From an optimization exercise on the open Yosys and OpenROAD flow, aimed at small area, a short achievable clock period and few clock cycles; shortcuts taken in it are not production practice.
The RTL was checked by simulation tests, not by an equivalence proof against the original design.
Power and IR drop assume default switching activity.

$ cat config.mk
export PLATFORM = sky130hd
export DESIGN_NAME = IOTDF
export DESIGN_NICKNAME = IOTDF
export VERILOG_FILES = /design/flow/design.v
export SDC_FILE = /design/flow/constraint.sdc
export NUM_CORES = 4
export LEC_CHECK = 0
export CAP_MARGIN = 20
export CORE_MARGIN = 2
export CORE_UTILIZATION = 50
export PLACE_DENSITY = 0.6
export SLEW_MARGIN = 20
$ cat constraint.sdc
create_clock -name core_clock -period 10.0 [get_ports {clk}]
set_input_delay 2.0000 -clock core_clock [delete_from_list [all_inputs] [get_ports {clk}]]
set_output_delay 2.0000 -clock core_clock [all_outputs]
set_load 0.01 [all_outputs]
$ cat design.v
module IOTDF( clk, rst, in_en, iot_in, fn_sel, busy, valid, iot_out);
input          clk;
input          rst;
input          in_en;
input  [7:0]   iot_in;
input  [2:0]   fn_sel;
output         busy;
output         valid;
output [127:0] iot_out;
function [8:0] add8;
	input [7:0] a, b;
	input       c;
	reg   [8:0] g, p, g1, p1, g2, p2, g3;
	integer i;
	begin
		g = {a & b, c};
		p = {a ^ b, 1'b0};
		for (i = 0; i <= 8; i = i + 1) begin
			g1[i] = (i >= 1) ? g[i] | (p[i] & g[i-1]) : g[i];
			p1[i] = (i >= 1) ? p[i] & p[i-1] : p[i];
		end
		for (i = 0; i <= 8; i = i + 1) begin
			g2[i] = (i >= 2) ? g1[i] | (p1[i] & g1[i-2]) : g1[i];
			p2[i] = (i >= 2) ? p1[i] & p1[i-2] : p1[i];
		end
		for (i = 0; i <= 8; i = i + 1)
			g3[i] = (i >= 4) ? g2[i] | (p2[i] & g2[i-4]) : g2[i];
		add8 = {g3[8] | (p2[8] & p2[4] & g[0]), p[8:1] ^ g3[7:0]};
	end
endfunction
function gt8;
	input [7:0] a, b;
	reg         e;
	integer i;
	begin
		gt8 = 1'b0;
		e   = 1'b1;
		for (i = 7; i >= 0; i = i - 1) begin
			gt8 = gt8 | (e & a[i] & ~b[i]);
			e   = e & ~(a[i] ^ b[i]);
		end
	end
endfunction
reg [2:0] fs;
always @(posedge clk) fs <= fn_sel;
wire m_avg  = fs == 3'd3;
wire m_ex   = fs == 3'd4 || fs == 3'd5;
wire m_hi   = fs == 3'd1 || fs == 3'd6;    
wire m_mm   = fs == 3'd1 || fs == 3'd2;
wire m_ext  = fs == 3'd4;
wire m_pmax = fs == 3'd6;
wire m_pmin = fs == 3'd7;
wire m_peak = m_pmax | m_pmin;
reg       in_v;
reg [7:0] in_b;
reg       busy_r;
wire      acc = in_en & ~busy_r;
always @(posedge clk or posedge rst)
	if (rst) in_v <= 1'b0;
	else     in_v <= acc;
always @(posedge clk) in_b <= iot_in & {8{acc}};    
reg  [127:0] R;
reg  [15:0]  cs;         
reg  [2:0]   X;          
reg  [2:0]   sv;         
reg  [3:0]   off;        
reg          pb;         
reg  [3:0]   bcnt;       
reg  [2:0]   dcnt;       
reg          first;      
reg          pass;       
reg          fin;        
reg          gen;        
reg  [1:0]   st;         
reg          mark;       
reg          have_p;     
reg          ones;       
reg          valid_r;
wire step = in_v | pass;
wire pf   = bcnt == 4'd0;
wire pl   = bcnt == 4'd15;
wire shp  = pass & fin;
wire [7:0] h = R[127:120];
wire       clr = first & in_v;
wire [7:0] A   = h & {8{~clr}};
wire [3:0] xs  = {1'b0, X & {3{~clr}}} + {1'b0, in_b[2:0]};
wire       ci  = step & ~clr & (pl ? xs[3] : cs[14]);
wire [8:0] v   = add8(A, {sv & {3{in_v & ~pf}}, in_b[7:3]}, ci);
wire gen_now   = v[8] & (R[7:0] == 8'hff) & ~pf & (bcnt != 4'd1);
wire gen_all   = gen | gen_now;
wire       vc     = m_peak & ~have_p;     
wire       forced = m_peak ? ~have_p : first;
wire [7:0] opnd   = vc ? {8{m_pmin}} : h;
wire       bgt    = gt8(in_b, opnd);
wire       blt    = ~bgt & (in_b != opnd);
wire       sgt    = st[0] | (~st[1] & bgt);
wire       slt    = st[1] | (~st[0] & blt);
wire       wr     = m_ex | forced | (m_hi ? sgt : slt);
wire       upd    = m_pmax ? ~slt : slt;
wire [3:0] t = R[119:116];       
wire ones_all = ones & (in_b == 8'hff);
wire ext_ok = (t >= 4'h7) & ((t < 4'ha) | ((t == 4'ha) & ~ones_all));
wire exc_ok = (t < 4'h7) | ((t == 4'h7) & ~ones_all) | (t >= 4'hc);
wire ex_ok  = m_ext ? ext_ok : exc_ok;
wire [7:0] nh = m_avg ? v[7:0] : ((in_v & wr) ? in_b : h);
always @(posedge clk) begin
	R  <= {R[119:0], nh};
	cs <= {cs[14:0], step ? ~pf & v[8] : cs[15]};
	if (in_v) sv <= in_b[2:0];
	if (in_v & pl) X <= xs[2:0];
end
wire [6:0] cnt = {dcnt, bcnt};
wire acc_last = acc & m_avg & (in_v ? cnt == 7'd126 : cnt == 7'd127);
wire pb_n     = acc_last | (pb & ~(shp & bcnt == 4'd14));
wire [3:0] off_n = off + {3'd0, ~acc};
wire dlast = in_v & pl;
always @(posedge clk or posedge rst) begin
	if (rst) begin
		busy_r  <= 1'b0;
		pb      <= 1'b0;
		off     <= 4'd15;
		bcnt    <= 4'd0;
		dcnt    <= 3'd0;
		first   <= 1'b1;
		pass    <= 1'b0;
		fin     <= 1'b0;
		gen     <= 1'b0;
		st      <= 2'b00;
		mark    <= 1'b0;
		have_p  <= 1'b0;
		ones    <= 1'b0;
		valid_r <= 1'b0;
	end
	else begin
		pb     <= pb_n;
		off    <= off_n;
		busy_r <= pb_n | (off_n != 4'd15);
		if (step) begin
			bcnt <= bcnt + 4'd1;
			gen  <= ~pf & gen_all;
		end
		if (dlast) begin
			dcnt  <= dcnt + 3'd1;
			first <= dcnt == 3'd7;
		end
		if (dlast & m_avg & dcnt == 3'd7) begin
			pass <= 1'b1;
			fin  <= ~gen_all;
		end
		else if (pass & pl) begin
			pass <= ~fin;
			fin  <= ~gen_all;
		end
		if (in_v) begin
			st   <= pl ? 2'b00 : {slt, sgt};
			ones <= pf ? (in_b[3:0] == 4'hf) : ones_all;
		end
		if (dlast) begin
			mark   <= (~first & mark) | upd;
			have_p <= 1'b1;
		end
		valid_r <= (dlast & (m_ex ? ex_ok :
		                     m_mm ? dcnt == 3'd7 :
		                     m_peak & (dcnt == 3'd7) & (mark | upd))) |
		           (shp & pl);
	end
end
assign busy    = busy_r;
assign valid   = valid_r;
assign iot_out = R;
endmodule
$ cat flow/run.sh
#!/bin/bash
# The standard layout (standard.sh: the standard flow's synthesis and ORFS flow, unchanged), with two
# make settings added:
#  - the port buffers are sky130_fd_sc_hd__buf_1 cells (buffer_ports' default pick here
#    is a slower, larger delay buffer);
#  - timing repair aims for 7 ns of setup slack, so that it sizes the design for the
#    shortest period it can reach, not only for the 10 ns clock.
# The full make output goes to flow_make.log in this folder.
set -euo pipefail
bash standard.sh "BUFFER_PORTS_ARGS=-buffer_cell sky130_fd_sc_hd__buf_1" \
  SETUP_SLACK_MARGIN=7 finish > flow_make.log 2>&1
$ cat standard.sh
#!/bin/bash
# synth_recipe.tcl (not shown) runs the flow's synth.tcl, then flattens the netlist and writes it again
# the make line also repeats each setting of config.mk as NAME=value (left out here)
make -C /OpenROAD-flow-scripts/flow DESIGN_CONFIG=/design/flow/config.mk WORK_HOME=/design/flow/orfs CLKGATE_MAP_FILE= SYNTH_SCRIPT=/design/flow/synth_recipe.tcl "${@:-finish}"
==> results of run 1 <==
## flip-flops by register name, indices dropped and copies added, names as in the netlist, 2 cells and up
| signal | flops |
|---|---|
| in_b | 8 |
| dcnt | 3 |
| fs | 3 |
| bcnt | 4 |
| R | 128 |
| off | 4 |
| sv | 3 |
| st | 2 |
| X | 3 |
| cs | 16 |
## through the flow
step / setup slack (ps) / instance area [µm²] / power (mW) / hold slack, ps / std cells
after global routing: 6840 / 7300 / 1.60 / 334 / 789
after detailed placement: 6070 / 6520 / 0.918 / 312 / 743
after global placement: 6140 / 6520 / 0.915 / 312 / 743
after floorplan: 6800 / 5880 / 0.881 / 310 / 469
after CTS: 6980 / 7250 / 1.55 / 330 / 786
final: 6990 / 7300 / 1.53 / 327 / 789
## critical path, cell delays in order (launching register included)
cell,delay [ps]
dfrtp_2,430
and4b_2,290
a21oi_1,50
ha_1,310
or3b_1,370
a21oi_2,150
o22ai_2,130
o311ai_4,280
a211oi_2,100
o32ai_4,320
buf_12,170
buf_4,120
o21ai_2,40
a22oi_1,160
## timing repair
action / 4_1_cts / 5_1_grt
resized for setup: 36 / 18
setup endpoints to repair: 29 / 25
hold buffers: 0 / 0
pin swaps: 9 / 4
buffers inserted: 12 / 3
## layout make-up
class	count	area share
sequential	185	0.538
multi-input combinational	252	0.257
timing repair buffer	159	0.0937
clock buffer	20	0.0612
tap	143	0.0245
clock inverter	11	0.0154
inverter	19	0.0103
## worst paths after layout
check	end	slack, ps	cells past startpoint
worst max-delay path	R[7]	6990	13
worst min-delay path	cs[8]	330	0
worst max register to register	R[7]	6990	13
worst min register to register	cs[8]	330	0
max in group asynchronous	have_p	7650	2
min in group asynchronous	dcnt[2]	1740	2
## power by group through the flow
| stage | logic, mW | registers, mW | clock network [mW] |
|---|---|---|---|
| finish | 0.0951 | 0.812 | 0.627 |
| global route | 0.104 | 0.817 | 0.675 |
| CTS | 0.0953 | 0.813 | 0.645 |
| detailed placement | 0.0897 | 0.828 | 0 |
| global placement | 0.0888 | 0.826 | 0 |
| floorplan | 0.0447 | 0.836 | 0 |
## cells in the final DEF, fill, tap and decap left out, drive strengths merged, types with 7 or more instances in the layout
cell type  instances
a21oi             14
xor2               7
o211ai             9
inv               23
and2              16
nand3              8
nor2b             10
clkbuf            27
nand2             31
dfxtp            155
ha                20
o21ai             25
dfrtp             19
xnor2             10
nor2              17
buf              152
## metal layers
metal / up-vias / share of wire / track usage
met5: - / 0 / 0
met4: 0 / 0.0092 / 0.0707
met3: 9 / 0.062 / 0.0648
met2: 112 / 0.47 / 0.309
met1: 1890 / 0.46 / 0.272
li1: 1951 / - / -
## kinds of logic after synthesis
logic type | after synthesis | synth area share
buffers and inverters | 32 | 0.0255
adders and majority gates | 25 | 0.0549
DFF | 185 | 0.666
muxes | 5 | 0.00943
AOI/OAI and AO/OA | 91 | 0.115
xor gates and xnor gates | 17 | 0.0255
and+or+nand+nor | 114 | 0.103
==> impl_metrics.tcl, run 1 <==
set metrics [dict create \
    status "complete, no violations" \
    wl_per_cell_um 15.5 \
    seqCellArea_um2 3930 \
    wirelength_um 12200 \
    fill_cells 947 \
    rsz0062_at_grt "yes" \
    cts_buffers 17 \
    cp_data_required_time_ps 10340 \
    layout-drive-gt1-share 0.173 \
    place_hpwl_um 8610 \
    multi_input_area_um2 1870 \
    io_pins 144 \
    crit_type "register to register" \
    skew_ps 5.96 \
    initial_utilization 0.511 \
    syn_inst 469 \
    power_switching_share 0.232 \
    cts_root_buf "clkbuf_16" \
    layout.nets 670 \
    slew_viol_final 0 \
    critPathLaunch "have_p" \
    grt_start_max_net_pins 25 \
    rows 39 \
    p_int_mw 1.18 \
    gr-total-overflow 0 \
    crit_path_end_kind "register" \
    ys_seq_area_frac 0.666 \
    synthFlopType "dfxtp_1" \
    clock-sinks 185 \
    setup_violations 0 \
    drt_iter0_markers 296 \
    synth_common_cells "dfxtp_1 (155), nand2_1 (31), o21ai_0 (22)" \
    cellPowerDensity_nw_per_um2 210 \
    path_max_fanout 12 \
    tritoncts "yes" \
    slew_headroom 0.401 \
    p_switching_uw 355 \
    clockBufferDepth 2 \
    synth_area_um2 5840 \
    r2r-start "have_p" \
    synth_edf_count 6 \
    synth_most_common_cell "dfxtp_1" \
    die_h_um 112 \
    port_buffers 143 \
    syn_area_per_cell_um2 12.5 \
    drc 0 \
    utilization 0.640 \
    ys_ff_latch 185 \
    clock.fmax_mhz 332 \
    vias 3962 \
    area_growth_pct 25.1 \
    antennaDiodeCount 0 \
    die_w_um 112 \
    die_area_um2 12600 \
    synth_warnings 1 \
    final_antenna_net_count 0 \
    max_cap_viol_count 0 \
    clock_latency_ps 420 \
    worstHoldStart "cs[7]" \
    via_per_inst 5.02 \
    fin_crit_sh 0.301 \
    dr.pass1.iters 4 \
    hold_path.class "register to register" \
    finalHoldViolations 0 \
    track_usage 0.202 \
    h-tree-depth 4 \
    grt_pass1_wl_um 19500 \
    synthTopCellsByArea "dfxtp_1 (53%), dfrtp_1 (8.1%), ha_1 (4.3%)" \
    grt_pass1_vias 3850 \
    arrival_ps 3350 \
    ys_types 67 \
    synth_nets 505 \
    postSynth.asyncResetShare 0.130 \
    place_congestion 0.834 \
    power_frac_comb 0.062 \
    min_period_ps 3010 \
    core_um2 11400 \
    setup-tns-final_ps 0 \
    worstMarginPinSlew_ps 898 \
    clkPwrFrac 0.409 \
    antenna_found_initial 0 \
    synth_top_area_share 0.531 \
    vdd_drop_max_v 0.000171 \
    cts.clk_slew.worst_paths_ps 60 \
    critPathLaunchType "register" \
    leakage_nw 3.01 \
    seqPwrFrac 0.529 \
    synth_top_cell_by_area "dfxtp_1" \
]
Testbench counts, summed over its fixed seeds: cycles 87,665.
==> run 2: changes to the inputs <==
--- a/design.v
+++ b/design.v
@@ -68,12 +68,13 @@
 reg  [3:0]   bcnt;       
 reg  [2:0]   dcnt;       
 reg          first;      
+reg          clr;        
 reg          pass;       
 reg          fin;        
 reg          gen;        
 reg  [1:0]   st;         
 reg          mark;       
-reg          have_p;     
+reg          vc;         
 reg          ones;       
 reg          valid_r;
 wire step = in_v | pass;
@@ -81,18 +82,16 @@
 wire pl   = bcnt == 4'd15;
 wire shp  = pass & fin;
 wire [7:0] h = R[127:120];
-wire       clr = first & in_v;
 wire [7:0] A   = h & {8{~clr}};
 wire [3:0] xs  = {1'b0, X & {3{~clr}}} + {1'b0, in_b[2:0]};
 wire       ci  = step & ~clr & (pl ? xs[3] : cs[14]);
 wire [8:0] v   = add8(A, {sv & {3{in_v & ~pf}}, in_b[7:3]}, ci);
 wire gen_now   = v[8] & (R[7:0] == 8'hff) & ~pf & (bcnt != 4'd1);
 wire gen_all   = gen | gen_now;
-wire       vc     = m_peak & ~have_p;     
-wire       forced = m_peak ? ~have_p : first;
-wire [7:0] opnd   = vc ? {8{m_pmin}} : h;
-wire       bgt    = gt8(in_b, opnd);
-wire       blt    = ~bgt & (in_b != opnd);
+wire       forced = vc | (~m_peak & first);
+wire       bgt_h  = gt8(in_b, h);
+wire       bgt    = vc ? ~m_pmin & (in_b != 8'h00) : bgt_h;
+wire       blt    = vc ? m_pmin & (in_b != 8'hff) : ~bgt_h & (in_b != h);
 wire       sgt    = st[0] | (~st[1] & bgt);
 wire       slt    = st[1] | (~st[0] & blt);
 wire       wr     = m_ex | forced | (m_hi ? sgt : slt);
@@ -122,12 +121,13 @@
 		bcnt    <= 4'd0;
 		dcnt    <= 3'd0;
 		first   <= 1'b1;
+		clr     <= 1'b0;
 		pass    <= 1'b0;
 		fin     <= 1'b0;
 		gen     <= 1'b0;
 		st      <= 2'b00;
 		mark    <= 1'b0;
-		have_p  <= 1'b0;
+		vc      <= 1'b1;
 		ones    <= 1'b0;
 		valid_r <= 1'b0;
 	end
@@ -143,6 +143,7 @@
 			dcnt  <= dcnt + 3'd1;
 			first <= dcnt == 3'd7;
 		end
+		clr <= acc & (dlast ? dcnt == 3'd7 : first);
 		if (dlast & m_avg & dcnt == 3'd7) begin
 			pass <= 1'b1;
 			fin  <= ~gen_all;
@@ -157,8 +158,8 @@
 		end
 		if (dlast) begin
 			mark   <= (~first & mark) | upd;
-			have_p <= 1'b1;
 		end
+		vc      <= vc & m_peak & ~dlast;
 		valid_r <= (dlast & (m_ex ? ex_ok :
 		                     m_mm ? dcnt == 3'd7 :
 		                     m_peak & (dcnt == 3'd7) & (mark | upd))) |
==> impl_metrics.tcl, run 2 <==
set metrics [dict create \
    status "complete, no violations" \
    placed_cell_area_um2 6330 \
    hold_path.class "register to register" \
    dr.pass1.iters 4 \
    ys_seq_area_frac 0.693 \
    largest_register_ffs 128 \
    initial_utilization 0.516 \
    antennaDiodeCount 0 \
    slowest_stage "dfxtp_1" \
    wl_per_cell_um 15.0 \
    io_pins 144 \
    cts_hold_buf 0 \
    power_mw 1.56 \
    seqCellArea_um2 3940 \
    synth-adder-area-share 0.0572 \
    min_period_ps 2970 \
    skew_ps 7.87 \
    layout_common_cells "dfxtp_1 (139), buf_1 (127), nand2_1 (28)" \
    tritoncts "yes" \
    layout_commonest_cell "dfxtp_1" \
    synthTopCellsByArea "dfxtp_1 (55%), dfrtp_1 (8.4%), ha_1 (4.4%)" \
    die_h_um 110 \
    fin_crit_sh 0.297 \
    vias 3616 \
    clock.fmax_mhz 337 \
    syn_area_per_cell_um2 12.7 \
    layout.nets 636 \
    area_growth_pct 23.9 \
    clock_latency_ps 430 \
    cts_root_buf "clkbuf_16" \
    crit_buf_inv 1 \
    leakage_nw 2.98 \
    synth_common_cells "dfxtp_1 (155), nand2_1 (28), nor2_1 (23)" \
    r2r-start "bcnt[0]" \
    via_per_inst 4.80 \
    gr-total-overflow 0 \
    wirelength_um 11300 \
    rows 38 \
    slew_headroom 0.356 \
    track_usage 0.195 \
    drt_iter0_markers 171 \
    die_area_um2 12200 \
    clockBufferDepth 2 \
    synth_simple_gate_area_frac 0.107 \
    cpPeakStageDelay_ps 380 \
    die_w_um 110 \
    reg_top3 "R x128, cs x16, in_b x8" \
    setup-tns-final_ps 0 \
    grt_start_max_net_pins 26 \
    cellPowerDensity_nw_per_um2 222 \
    synth_edf_count 6 \
    ys_ff_latch 186 \
    critPathLaunchType "register" \
    worstMarginPinSlew_ps 965 \
    layout-drive-gt1-share 0.132 \
    rsz0062_at_grt "yes" \
    utilization 0.640 \
    multi_input_area_um2 1620 \
    finalHoldViolations 0 \
    h-tree-depth 4 \
    crit_type "register to output pin" \
    drc 0 \
    synth_nets 479 \
    synth_area_um2 5650 \
    cts.clk_slew.worst_paths_ps 70 \
    synth_top_cell_by_area "dfxtp_1" \
    stdcell_area_um2 7000 \
    worstHoldStart "cs[6]" \
    largest_register "R" \
    place_congestion 0.795 \
    setup_violations 0 \
    vdd_drop_max_v 0.000166 \
    grt_pass1_vias 3467 \
    slew_viol_final 0 \
    cp_top_family "flip-flops" \
    critPathLaunch "R[7]" \
    synth_most_common_cell "dfxtp_1" \
    antenna_found_initial 0 \
    port_buffers 143 \
    clock-sinks 186 \
    path_max_fanout 3 \
    synthFlopType "dfxtp_1" \
    arrival_ps 970 \
    synth_xor_area_frac 0.0279 \
    synthMuxAreaShare 0.0270 \
    grt_pass1_wl_um 17300 \
    fill_cells 906 \
    place_hpwl_um 8100 \
    synth_warnings 1 \
    ys_types 53 \
    crit_chain "buf_1" \
    max_cap_viol_count 0 \
    synth_top_area_share 0.549 \
    cp_data_required_time_ps 8000 \
    cts_buffers 17 \
    synth_compound_area_frac 0.0669 \
    core_um2 10900 \
    postSynth.asyncResetShare 0.134 \
    synth_top_family_by_area "simple AND/OR/NAND/NOR gates" \
    crit_path_end_kind "output pin" \
    final_antenna_net_count 0 \
    syn_inst 443 \
]
-- run 2: changes by cell type in the layout (fill, tap and decap cells not counted), moves of 4 or more --
cell / change
nor2_1: +6
buf_4: -13
a22oi_1: -4
inv_1: +5
o211ai_1: -5
buf_1: -4
dfxtp_2: +4
mux2i_1: +12
dfxtp_4: -7
o21ai_0: -16
nand2b_1: +5
-- run 2: worst paths after layout --
kind | end | depth (start not counted) | slack (ps)
worst max-delay path | iot_out[7] | 1 | 7030
max in group asynchronous | clr | 2 | 7590
worst min-delay path | cs[7] | 0 | 330
worst max register to register | fin | 12 | 7170
min in group asynchronous | bcnt[3] | 2 | 1760
worst min register to register | cs[7] | 0 | 330
-- run 2: logic make-up after synthesis --
kind of cell	Yosys count
flops	186
fa+ha+maj	25
compound gates	51
xor+xnor	18
buf+inv	31
simple gates	117
mux	15
-- run 2: cell type report --
cell class	count	share of cell area
flip-flops and latches	186	0.563
multi-input cells	226	0.231
repair buffers	146	0.0846
clock buffers	19	0.0649
well taps	140	0.0250
clock inverters	13	0.0191
inverters	23	0.0123
-- run 2: layer usage --
layer  vias to the layer above  track usage  routed length, µm
met2                        94        0.295               5250
li1                       1815            -                  -
met1                      1700        0.250               5170
met4                         0       0.0616                106
met5                         -            0                  0
met3                         7       0.0876                754
-- run 2: stage by stage --
| step | hold slack (ps) | setup slack [ps] | instances |
|---|---|---|---|
| 3_3_place_gp | 312 | 6870 | 718 |
| 6_report | 328 | 7030 | 753 |
| 4_1_cts | 329 | 7000 | 750 |
| 2_1_floorplan | 310 | 7010 | 443 |
| 5_1_grt | 334 | 6890 | 753 |
| 3_5_place_dp | 312 | 6820 | 718 |
-- run 2: repair_timing --
item / CTS / global route
gates resized for setup: 15 / 18
buffers inserted: 0 / 3
pin swaps: 0 / 1
endpoints found under the hold margin: 0 / 0
setup endpoints to repair: 15 / 24
-- run 2: where the power goes --
group	internal [mW]	leakage [nW]	switching [mW]	total, mW
clock network	0.364	0.286	0.288	0.653
logic	0.0325	1.04	0.0517	0.0841
registers	0.794	1.65	0.0254	0.819
total	1.19	2.98	0.365	1.56
Testbench counts of run 2, summed over its fixed seeds: cycles 87,665.
==> run 3: changes to the inputs <==
--- a/design.v
+++ b/design.v
@@ -26,6 +26,14 @@
 		for (i = 0; i <= 8; i = i + 1)
 			g3[i] = (i >= 4) ? g2[i] | (p2[i] & g2[i-4]) : g2[i];
 		add8 = {g3[8] | (p2[8] & p2[4] & g[0]), p[8:1] ^ g3[7:0]};
+	end
+endfunction
+function sum_ff;
+	input [7:0] a, b;
+	input       c;
+	begin
+		sum_ff = (c == ~(a[0] ^ b[0])) &
+		         (((a[6:0] & b[6:0]) ^ ~(a[7:1] ^ b[7:1])) == 7'd0);
 	end
 endfunction
 function gt8;
@@ -71,7 +79,7 @@
 reg          clr;        
 reg          pass;       
 reg          fin;        
-reg          gen;        
+reg          pend;       
 reg  [1:0]   st;         
 reg          mark;       
 reg          vc;         
@@ -80,14 +88,23 @@
 wire step = in_v | pass;
 wire pf   = bcnt == 4'd0;
 wire pl   = bcnt == 4'd15;
-wire shp  = pass & fin;
 wire [7:0] h = R[127:120];
-wire [7:0] A   = h & {8{~clr}};
 wire [3:0] xs  = {1'b0, X & {3{~clr}}} + {1'b0, in_b[2:0]};
-wire       ci  = step & ~clr & (pl ? xs[3] : cs[14]);
-wire [8:0] v   = add8(A, {sv & {3{in_v & ~pf}}, in_b[7:3]}, ci);
-wire gen_now   = v[8] & (R[7:0] == 8'hff) & ~pf & (bcnt != 4'd1);
-wire gen_all   = gen | gen_now;
+wire       ci  = step & (pl ? xs[3] : cs[14]);
+wire [7:0] B   = {sv & {3{in_v & ~pf}}, in_b[7:3]};
+wire [8:0] vs  = add8(h, B, ci);
+wire [8:0] v   = clr ? {1'b0, B} : vs;
+wire       c1  = m_avg & step & v[8];          
+wire [8:0] r0p;                                 
+genvar gi;
+assign r0p[0] = 1'b1;
+generate for (gi = 0; gi < 8; gi = gi + 1) begin : inc
+	assign r0p[gi + 1] = r0p[gi] & R[gi];
+end endgenerate
+wire [7:0] r0i = R[7:0] ^ ({8{c1}} & r0p[7:0]);
+wire       ovf = c1 & r0p[8];
+wire       pend_c = (step ? ~pf & pend : pend) | ovf;
+wire       pred = pend_c | (~pass & (clr ? B == 8'hff : sum_ff(h, B, ci)));
 wire       forced = vc | (~m_peak & first);
 wire       bgt_h  = gt8(in_b, h);
 wire       bgt    = vc ? ~m_pmin & (in_b != 8'h00) : bgt_h;
@@ -103,14 +120,15 @@
 wire ex_ok  = m_ext ? ext_ok : exc_ok;
 wire [7:0] nh = m_avg ? v[7:0] : ((in_v & wr) ? in_b : h);
 always @(posedge clk) begin
-	R  <= {R[119:0], nh};
-	cs <= {cs[14:0], step ? ~pf & v[8] : cs[15]};
+	R  <= {R[119:8], r0i, nh};
+	cs <= {cs[14:1], cs[0] | ovf, ~step & cs[15]};
 	if (in_v) sv <= in_b[2:0];
 	if (in_v & pl) X <= xs[2:0];
 end
 wire [6:0] cnt = {dcnt, bcnt};
 wire acc_last = acc & m_avg & (in_v ? cnt == 7'd126 : cnt == 7'd127);
-wire pb_n     = acc_last | (pb & ~(shp & bcnt == 4'd14));
+wire last_pass = pass & bcnt == 4'd14 & ~pred;
+wire pb_n     = (acc_last & pred) | (pb & ~last_pass);
 wire [3:0] off_n = off + {3'd0, ~acc};
 wire dlast = in_v & pl;
 always @(posedge clk or posedge rst) begin
@@ -124,7 +142,7 @@
 		clr     <= 1'b0;
 		pass    <= 1'b0;
 		fin     <= 1'b0;
-		gen     <= 1'b0;
+		pend    <= 1'b0;
 		st      <= 2'b00;
 		mark    <= 1'b0;
 		vc      <= 1'b1;
@@ -137,21 +155,16 @@
 		busy_r <= pb_n | (off_n != 4'd15);
 		if (step) begin
 			bcnt <= bcnt + 4'd1;
-			gen  <= ~pf & gen_all;
+			pend <= pend_c;
 		end
 		if (dlast) begin
 			dcnt  <= dcnt + 3'd1;
 			first <= dcnt == 3'd7;
 		end
 		clr <= acc & (dlast ? dcnt == 3'd7 : first);
-		if (dlast & m_avg & dcnt == 3'd7) begin
-			pass <= 1'b1;
-			fin  <= ~gen_all;
-		end
-		else if (pass & pl) begin
-			pass <= ~fin;
-			fin  <= ~gen_all;
-		end
+		if (dlast & m_avg & dcnt == 3'd7) pass <= pb;
+		else if (pass & pl) pass <= ~fin;
+		if (step & bcnt == 4'd14) fin <= pass & ~pred;
 		if (in_v) begin
 			st   <= pl ? 2'b00 : {slt, sgt};
 			ones <= pf ? (in_b[3:0] == 4'hf) : ones_all;
@@ -162,8 +175,9 @@
 		vc      <= vc & m_peak & ~dlast;
 		valid_r <= (dlast & (m_ex ? ex_ok :
 		                     m_mm ? dcnt == 3'd7 :
+		                     m_avg ? (dcnt == 3'd7) & ~pb :
 		                     m_peak & (dcnt == 3'd7) & (mark | upd))) |
-		           (shp & pl);
+		           (pass & fin & pl);
 	end
 end
 assign busy    = busy_r;
==> impl_metrics.tcl, run 3 <==
set metrics [dict create \
    status "complete, no violations" \
    rr_endpoint "R[7]" \
    cp.depth 1 \
    die_h_um 113 \
    skew_ps 7.59 \
    hold_path.class "register to register" \
    reg_top3 "R x128, cs x16, in_b x8" \
    largest_register_ffs 128 \
    leakage_nw 3.14 \
    layout.nets 687 \
    layout-drive-gt1-share 0.160 \
    worstHoldStart "cs[5]" \
    p_switching_uw 527 \
    r2r-start "clr" \
    wl_per_cell_um 15.7 \
    drt_iter0_markers 167 \
    synth_edf_count 6 \
    slowest_stage "dfxtp_1" \
    fin_crit_sh 0.297 \
    die_w_um 113 \
    synth_nets 528 \
    met2_length_um 5950 \
    syn_inst 485 \
    clock_latency_ps 430 \
    worstMarginPinSlew_ps 949 \
    critPathLaunchType "register" \
    layout_common_cells "dfxtp_1 (137), buf_1 (125), nand2_1 (32)" \
    setup_violations 0 \
    cts.clk_slew.worst_paths_ps 70 \
    clockBufferDepth 2 \
    synth_top_area_share 0.518 \
    grt_pass1_wl_um 19800 \
    syn_area_per_cell_um2 12.4 \
    wirelength_um 12600 \
    wl_met3_um 830 \
    grt_pass1_vias 3885 \
    cellPowerDensity_nw_per_um2 258 \
    timing.final.ws_setup_ps 7030 \
    finalHoldViolations 0 \
    clock-sinks 186 \
    dp_worst_setup_slack_ps 6520 \
    slew_viol_final 0 \
    min_period_ps 2970 \
    synth_area_um2 5990 \
    place_hpwl_um 8780 \
    slew_headroom 0.366 \
    power_frac_comb 0.146 \
    rsz0062_at_grt "yes" \
    area_growth_pct 24.2 \
    die_area_um2 12900 \
    vdd_drop_max_v 0.000190 \
    ff2ff_setup_slack_ps 7090 \
    synth_warnings 1 \
    antennaDiodeCount 0 \
    postSynth.asyncResetShare 0.134 \
    cts_root_buf "clkbuf_16" \
    placed_cells 760 \
    clkPwrFrac 0.364 \
    synth_most_common_cell "dfxtp_1" \
    drc 0 \
    ys_seq_area_frac 0.653 \
    arrival_ps 970 \
    max_cap_viol_count 0 \
    gr-total-overflow 0 \
    utilization 0.644 \
    place_congestion 0.817 \
    synthTopCellsByArea "dfxtp_1 (52%), dfrtp_1 (7.9%), ha_1 (4.2%)" \
    seqPwrFrac 0.489 \
    fill_cells 945 \
    final_cells 799 \
    highest_layer "met4" \
    crit_chain "buf_2" \
    crit_path_end_kind "output pin" \
    p_int_mw 1.39 \
    rows 39 \
    synth_top_cell_by_area "dfxtp_1" \
    path_max_fanout 3 \
    ys_types 59 \
    r2r_cells 14 \
    cp_top_family "flip-flops" \
    power_mw 1.92 \
    clock.fmax_mhz 337 \
    crit_buf_inv 1 \
    antenna_found_initial 0 \
    via_per_inst 5.03 \
    wl_met1_um 5590 \
    final_antenna_net_count 0 \
    core_um2 11600 \
    largest_register "R" \
    cpPeakStageDelay_ps 380 \
    layout_commonest_cell "dfxtp_1" \
    synthFlopType "dfxtp_1" \
    port_buffers 143 \
    synth_common_cells "dfxtp_1 (155), nand2_1 (33), inv_1 (28)" \
    initial_utilization 0.518 \
    power_switching_share 0.274 \
    endpoint "iot_out[7]" \
    ys_ff_latch 186 \
    h-tree-depth 4 \
    critPathLaunch "R[7]" \
    cp_data_required_time_ps 8000 \
    crit_type "register to output pin" \
    grt_start_max_net_pins 26 \
    dr.pass1.iters 5 \
    cts_buffers 17 \
    setup-tns-final_ps 0 \
    tritoncts "yes" \
    vias 4017 \
    track_usage 0.203 \
    io_pins 144 \
]
[run 3: changes by cell type after synthesis, sizes merged, moves of 5 or more]
cell / before / now
a211oi: 0 / 8
a21oi: 11 / 17
a31oi: 1 / 8
fa: 2 / 9
inv: 23 / 29
nand2: 28 / 33
nor2b: 10 / 4
o21ai: 9 / 14
xnor2: 10 / 17
[run 3: kinds of logic (layout without fill, tap and decap cells)]
family | after synthesis | count (layout) | share of synthesized area
multiplexers | 12 | 12 | 0.0200
adder cells (fa/ha/maj) | 30 | 30 | 0.0735
AND/OR/NAND/NOR | 123 | 123 | 0.108
XOR/XNOR | 26 | 26 | 0.0380
buffers and inverters | 40 | 211 | 0.0273
flip-flops | 186 | 186 | 0.653
AO/OA/AOI/OAI | 68 | 68 | 0.0802
[run 3: area by class of cell]
type	count	area, µm²	share of cell area
well taps	143	179	0.0240
multi-input cells	259	1950	0.262
flip-flops and latches	186	3970	0.533
repair buffers	151	619	0.0832
clock inverters	12	186	0.0250
clock buffers	19	433	0.0581
inverters	29	109	0.0146
[run 3: routing by layer]
layer	GRT usage	vias to the layer above
li1	-	1976
met1	0.258	1900
met2	0.320	126
met3	0.0776	15
met4	0.0732	0
met5	0	-
[run 3: what timing repair did]
| action | in CTS | in global routing |
|---|---|---|
| pin swaps | 1 | 1 |
| buffers inserted | 6 | 2 |
| resized for setup | 41 | 15 |
| endpoints found under the setup margin | 35 | 19 |
| hold buffers | 0 | 0 |
[run 3: how the worst min path moves through the flow]
stage / to / slack [ps] / depth (start not counted)
after CTS: cs[6] / 330 / 0
after floorplan: cs[10] / 310 / 0
after global routing: cs[6] / 330 / 0
after global placement: cs[4] / 310 / 0
final: cs[6] / 330 / 0
after detailed placement: cs[8] / 310 / 0
[run 3: power groups by stage]
stage / clock network [mW] / logic, mW / registers (mW)
after floorplan: 0 / 0.156 / 0.961
after global placement: 0 / 0.270 / 0.950
after detailed placement: 0 / 0.272 / 0.953
after CTS: 0.715 / 0.281 / 0.939
after global routing: 0.744 / 0.315 / 0.954
final: 0.700 / 0.281 / 0.939
[run 3: per-stage QoR]
| step | cell area [µm²] | hold WS (ps) |
|---|---|---|
| 2_1_floorplan | 6030 | 310 |
| 3_3_place_gp | 6670 | 313 |
| 3_5_place_dp | 6670 | 315 |
| 4_1_cts | 7400 | 332 |
| 5_1_grt | 7450 | 334 |
| 6_report | 7450 | 328 |
Testbench counts of run 3, summed over its fixed seeds: cycles 86,129.
==> run 4: changes to the inputs <==
--- a/design.v
+++ b/design.v
@@ -82,7 +82,7 @@
 reg          pend;       
 reg  [1:0]   st;         
 reg          mark;       
-reg          vc;         
+reg          have_p;     
 reg          ones;       
 reg          valid_r;
 wire step = in_v | pass;
@@ -105,10 +105,11 @@
 wire       ovf = c1 & r0p[8];
 wire       pend_c = (step ? ~pf & pend : pend) | ovf;
 wire       pred = pend_c | (~pass & (clr ? B == 8'hff : sum_ff(h, B, ci)));
-wire       forced = vc | (~m_peak & first);
-wire       bgt_h  = gt8(in_b, h);
-wire       bgt    = vc ? ~m_pmin & (in_b != 8'h00) : bgt_h;
-wire       blt    = vc ? m_pmin & (in_b != 8'hff) : ~bgt_h & (in_b != h);
+wire       vc     = m_peak & ~have_p;     
+wire       forced = m_peak ? ~have_p : first;
+wire [7:0] opnd   = vc ? {8{m_pmin}} : h;
+wire       bgt    = gt8(in_b, opnd);
+wire       blt    = ~bgt & (in_b != opnd);
 wire       sgt    = st[0] | (~st[1] & bgt);
 wire       slt    = st[1] | (~st[0] & blt);
 wire       wr     = m_ex | forced | (m_hi ? sgt : slt);
@@ -145,7 +146,7 @@
 		pend    <= 1'b0;
 		st      <= 2'b00;
 		mark    <= 1'b0;
-		vc      <= 1'b1;
+		have_p  <= 1'b0;
 		ones    <= 1'b0;
 		valid_r <= 1'b0;
 	end
@@ -171,8 +172,8 @@
 		end
 		if (dlast) begin
 			mark   <= (~first & mark) | upd;
+			have_p <= 1'b1;
 		end
-		vc      <= vc & m_peak & ~dlast;
 		valid_r <= (dlast & (m_ex ? ex_ok :
 		                     m_mm ? dcnt == 3'd7 :
 		                     m_avg ? (dcnt == 3'd7) & ~pb :
==> impl_metrics.tcl, run 4 <==
set metrics [dict create \
    status "complete, no violations" \
    largest_register_ffs 128 \
    drc 0 \
    layout_commonest_cell "dfxtp_1" \
    hold_path.class "register to register" \
    fill_cells 995 \
    setup_violations 0 \
    slew_viol_final 0 \
    antennaDiodeCount 0 \
    cpPeakStageDelay_ps 540 \
    critPathLaunchType "register" \
    h-tree-depth 4 \
    max_cap_viol_count 0 \
    multi_input_area_um2 2330 \
    ys_types 68 \
    synth_most_common_cell "dfxtp_1" \
    cts.clk_slew.worst_paths_ps 70 \
    worstHoldStart "cs[7]" \
    dr.pass1.iters 6 \
    synth_warnings 1 \
    tritoncts "yes" \
    r2r-start "clr" \
    slowest_stage "fa_2" \
    setup-tns-final_ps 0 \
    postSynth.asyncResetShare 0.134 \
    crit_type "register to register" \
    path_max_fanout 4 \
    wirelength_um 14700 \
    cts_root_buf "clkbuf_16" \
    rsz0062_at_grt "yes" \
    vdd_drop_max_v 0.000223 \
    final_antenna_net_count 0 \
    syn_area_per_cell_um2 11.9 \
    die_w_um 116 \
    synth_top_cell_by_area "dfxtp_1" \
    layout.nets 741 \
    clockBufferDepth 2 \
    finalHoldViolations 0 \
    die_h_um 116 \
    crit_path_end_kind "register" \
    crit_chain "buf_6, nor2b_4, ha_4, a21o_1, a211oi_2, or3_4, fa_2, inv_2, a41o_1, a31oi_2, o21ai_2, nor3_2, o41ai_2, or2_1" \
    vias 4533 \
    layout_common_cells "dfxtp_1 (134), buf_1 (121), nand2_1 (38)" \
    layout-drive-gt1-share 0.215 \
    r2r_cells 14 \
    cp_data_required_time_ps 10320 \
    via_per_inst 5.16 \
    ff2ff_setup_slack_ps 6880 \
    seqCellArea_um2 3970 \
    synthFlopType "dfxtp_1" \
    place_congestion 0.809 \
    grt_pass1_vias 4325 \
    whs_endpoint "cs[8]" \
    timing.final.ws_setup_ps 6880 \
    cts_buffers 17 \
    track_usage 0.226 \
    skew_ps 15.2 \
    dp_worst_setup_slack_ps 6450 \
    grt_start_max_net_pins 27 \
    synthTopCellsByArea "dfxtp_1 (50%), dfrtp_1 (8.0%), ha_1 (4.0%)" \
    syn_inst 528 \
    fin_crit_sh 0.312 \
    initial_utilization 0.517 \
    grt_pass1_wl_um 22700 \
    worstMarginPinSlew_ps 911 \
    synth_nets 571 \
    synth_common_cells "dfxtp_1 (155), nand2_1 (40), inv_1 (26)" \
    clock_latency_ps 430 \
    slew_headroom 0.389 \
    die_area_um2 13400 \
    synth_area_um2 6260 \
    port_buffers 143 \
    drt_iter0_markers 318 \
    place_hpwl_um 10100 \
    core_um2 12100 \
    leakage_nw 3.27 \
    cellPowerDensity_nw_per_um2 196 \
    rr_endpoint "busy_r" \
    ys_seq_area_frac 0.625 \
    min_period_ps 3120 \
    rows 40 \
    cp.depth 14 \
    worstHoldPathCells 0 \
    wl_per_cell_um 16.8 \
    area_growth_pct 26.5 \
    synth_edf_count 6 \
    reg_top3 "R x128, cs x16, in_b x8" \
    gr-total-overflow 0 \
    cp_top_family "simple AND/OR/NAND/NOR gates" \
    synth_top_area_share 0.496 \
    ys_ff_latch 186 \
    antenna_found_initial 0 \
    clock-sinks 186 \
    arrival_ps 3440 \
    clock.fmax_mhz 321 \
    io_pins 144 \
    largest_register "R" \
    crit_buf_inv 2 \
]
-- run 4: cell types whose count changed in the layout (fill, tap and decap cells not counted), moves of 6 or more --
cell / delta
a21oi_1: -7
buf_4: +15
inv_1: -9
mux2i_1: -10
nand2_1: +6
o21ai_0: +6
o311a_1: +6
-- run 4: worst register-to-register path, stage by stage, from the launching register on --
cell and delay [ps]:
dfrtp_2 460, buf_6 140, nor2b_4 120, ha_4 150, a21o_1 120, a211oi_2 70
or3_4 390, fa_2 540, inv_2 40, a41o_1 200, a31oi_2 220, o21ai_2 80
nor3_2 130, o41ai_2 110, or2_1 240
-- run 4: worst max-delay path by stage --
stage          start  endpoint  slack, ps
3_3_place_gp     clr    busy_r       6510
4_1_cts          clr    busy_r       6900
5_1_grt          clr    busy_r       6770
3_5_place_dp     clr    busy_r       6450
2_1_floorplan  in_en    busy_r       7010
6_report         clr    busy_r       6880
-- run 4: metal layers --
layer	track usage	vias to the layer above	wire, µm
li1	-	2168	-
met3	0.0795	24	1240
met5	0	-	0
met4	0.0921	0	291
met1	0.308	2147	6530
met2	0.329	194	6680
-- run 4: final cells by class --
cell class	instances	area share
Clock inverter	14	0.0160
Clock buffer	18	0.0555
Inverter	26	0.0126
Sequential cell	186	0.501
Tap cell	168	0.0265
Timing Repair Buffer	167	0.0945
Multi-Input combinational cell	300	0.294
-- run 4: kinds of logic (layout without fill, tap and decap cells) --
logic type	after synthesis	after routing	synth area share
DFF	186	186	0.625
and+or+nand+nor	151	151	0.127
AOI/OAI and AO/OA	86	86	0.102
buffers and inverters	42	225	0.0274
adders and majority gates	30	30	0.0704
xor gates and xnor gates	28	28	0.0392
muxes	5	5	0.00859
-- run 4: repair_timing --
item	in CTS	in global routing
hold buffers	0	0
buffers inserted	10	14
resized for setup	52	43
pin swaps	7	23
endpoints found under the hold margin	0	0
endpoints found under the setup margin	38	27
-- run 4: where the power goes --
group	switching (mW)	total, mW	internal (mW)
sequential	0.0251	0.810	0.784
clock	0.307	0.643	0.336
combinational	0.0595	0.0995	0.0401
-- run 4: stage by stage --
stage          power, mW  utilization  std cells  hold WS (ps)  cell area [µm²]
6_report            1.55        0.654        879           327             7920
2_1_floorplan      0.875            -        528           310             6260
5_1_grt             1.61        0.654        879           331             7920
3_5_place_dp       0.915        0.573        823           313             6940
3_3_place_gp       0.913        0.573        823           314             6940
4_1_cts             1.56        0.633        865           330             7670
Testbench counts of run 4, summed over its fixed seeds: cycles 86,129.

separate check: timing with driven ports:
No port has a modelled driver above. Below, the same layouts with a new extraction and two added sets of constraints.
Step 1 sets driving cells, clkbuf_16 on the clock port and buf_2 on the other inputs (assumed; they add their load-dependent delay and slew).
Step 2 also shifts input and output timing later by t, the mid clock arrival at the registers, as if the neighbouring blocks saw the same clock.
Slacks: no drivers / after step 1 / after step 2; pairs: no drivers / after step 1.
run	t (ns)	setup WS [ns]	worst setup path at the end	latest minus earliest clock arrival (ns)	worst slew at a driven data input, ns
run 1	0.459	6.987 / 6.987 / 6.731	input to register	0.007 / 0.007	0.04
run 2	0.464	7.030 / 6.990 / 6.804	input to register	0.011 / 0.012	0.05
run 3	0.463	7.035 / 6.993 / 6.799	input to register	0.008 / 0.008	0.04
run 4	0.462	6.880 / 6.880 / 6.781	input to register	0.015 / 0.015	0.04
After both steps every run listed still meets setup and hold. For run 1, which loses most, drivers alone change the setup slack by 0.000 ns; drivers and shift together by -0.256 ns.
